Background: an optimization exercise with open tools, aiming at small area, a short achievable clock period and few clock cycles per item. Do not read the settings as production practice. Function was checked by simulation only, so behaviour that the tests miss may differ from the original. No activity file was given, so power comes from the tool's default toggle rates.

the baseline:
## thv_top
module thv_top(clk, reset, valid, fp_value, log_value);
input  wire        clk, reset;
input  wire [31:0] fp_value;
output wire [32:0] log_value;
output wire        valid;
wire acc_in = ~fp_value[31] & (|fp_value[22:0]) & (|fp_value[30:23]) & ~(&fp_value[30:23]);
reg [9:0] v;
always @(posedge clk, posedge reset)
    if (reset) v <= 10'd0;
    else       v <= {v[8:0], acc_in};
reg [7:0] e0;
reg [16:0] dl0;
always @(posedge clk) begin
    e0  <= fp_value[30:23];
    dl0 <= ~fp_value[22:6];
end
wire acc1 = dl0 >= 17'd87382;
wire [16:0] s1 = dl0[16:0] + dl0[16:1];
wire [16:0] nd1 = acc1 ? s1 : dl0[16:0];
reg [7:0] e1;
reg [16:0] dl1;
reg [0:0] d1;
always @(posedge clk) begin
    e1  <= e0;
    dl1 <= nd1;
    d1  <= acc1;
end
wire acc2 = dl1 >= 17'd52429;
wire [15:0] s2 = dl1[15:0] + dl1[16:2];
wire [15:0] nd2 = acc2 ? s2 : dl1[15:0];
reg [7:0] e2;
reg [15:0] dl2;
reg [1:0] d2;
always @(posedge clk) begin
    e2  <= e1;
    dl2 <= nd2;
    d2  <= {d1, acc2};
end
wire acc3 = dl2 >= 16'd29128;
wire [14:0] s3 = dl2[14:0] + dl2[15:3];
wire [14:0] nd3 = acc3 ? s3 : dl2[14:0];
reg [7:0] e3;
reg [14:0] dl3;
reg [2:0] d3;
always @(posedge clk) begin
    e3  <= e2;
    dl3 <= nd3;
    d3  <= {d2, acc3};
end
wire acc4 = dl3 >= 15'd15421;
wire [13:0] s4 = dl3[13:0] + dl3[14:4];
wire [13:0] nd4 = acc4 ? s4 : dl3[13:0];
reg [7:0] e4;
reg [13:0] dl4;
reg [3:0] d4;
always @(posedge clk) begin
    e4  <= e3;
    dl4 <= nd4;
    d4  <= {d3, acc4};
end
wire acc5 = dl4 >= 14'd7944;
wire [12:0] s5 = dl4[12:0] + dl4[13:5];
wire [12:0] nd5 = acc5 ? s5 : dl4[12:0];
reg [7:0] e5;
reg [12:0] dl5;
reg [4:0] d5;
always @(posedge clk) begin
    e5  <= e4;
    dl5 <= nd5;
    d5  <= {d4, acc5};
end
wire acc6 = dl5 >= 13'd4033;
wire [11:0] s6 = dl5[11:0] + dl5[12:6];
wire [11:0] nd6 = acc6 ? s6 : dl5[11:0];
reg [7:0] e6;
reg [11:0] dl6;
reg [5:0] d6;
always @(posedge clk) begin
    e6  <= e5;
    dl6 <= nd6;
    d6  <= {d5, acc6};
end
wire acc7 = dl6 >= 12'd2033;
wire [10:0] s7 = dl6[10:0] + dl6[11:7];
wire [10:0] nd7 = acc7 ? s7 : dl6[10:0];
reg [7:0] e7;
reg [10:0] dl7;
  ...
Size in the first run: roughly 1500 cells after synthesis, roughly 310 flip-flops, ~68 I/O pins.
export LEC_CHECK = 0
export CAP_MARGIN = 20
export CORE_MARGIN = 2
export CORE_UTILIZATION = 55
export SETUP_SLACK_MARGIN = 3.2
export SLEW_MARGIN = 20
create_clock -name core_clock -period 5.5 [get_ports {clk}]
run.sh (not shown) runs the stock make flow with config.mk's settings and CLKGATE_MAP_FILE= SYNTH_SCRIPT=/design/flow/synth_recipe.tcl, a recipe that flattens the netlist after the stock synthesis.
The baseline finished every stage and its layout cleared the timing, design-rule and antenna checks.
Testbench counts of the baseline, summed over its fixed seeds: cycles 16,072, items 15,013.
## Diff of input files: the candidate against the baseline
- SETUP_SLACK_MARGIN no longer set, was 3.2
### Flow results
Sort the baseline and the candidate by cell area after layout desc -> top: the baseline
Comparing the baseline and the candidate, the lower number of cells upsized or downsized after cts was measured on the candidate.
From the baseline to the candidate the numbers moved as follows: multi-input combinational gate total barely changed; total chip power dropped about 7%; worst hold slack across all endpoints did not really move.
The candidate vs. the baseline: number of vias per cell after detailed routing went down by 0.082; area of placed instances went down 51 um2; clock buffer count in the final layout rose by 9; final clock period utilization by the worst path moved up.
Status | the baseline and the candidate | clean
For internal portion of total power, dividing the value from the candidate by the value from the baseline gives 0.946.
Wire length of the first global-routing pass: the candidate vs the baseline down 2.7%

==> separate check: timing with driven ports <==
The flow's constraints put no driver on any port. The routed layouts listed below were extracted and timed again, unchanged, in two steps. Step 1 (the two cells are an assumption about what drives the block):
set clk [get_ports {clk}]
set_driving_cell -lib_cell sky130_fd_sc_hd__clkbuf_16 $clk
set_driving_cell -lib_cell sky130_fd_sc_hd__buf_2 [delete_from_list [all_inputs] $clk]
Step 2, shift: input delay + t, output delay - t, t = (earliest + latest rising clock arrival at the registers) / 2. This alone moves slack from input paths to output paths. a / b / c = ideal / step 1 / step 2; a / b = the first two.
| run | t (ns) | setup slack, ns | worst slew at a driven data input, ns |
|---|---|---|---|
| the baseline | 0.566 | 2.921 / 2.921 / 2.921 | 0.04 |
| the candidate | 0.548 | 2.396 / 2.396 / 2.396 | 0.04 |
After both steps setup and hold are still met in every run listed.
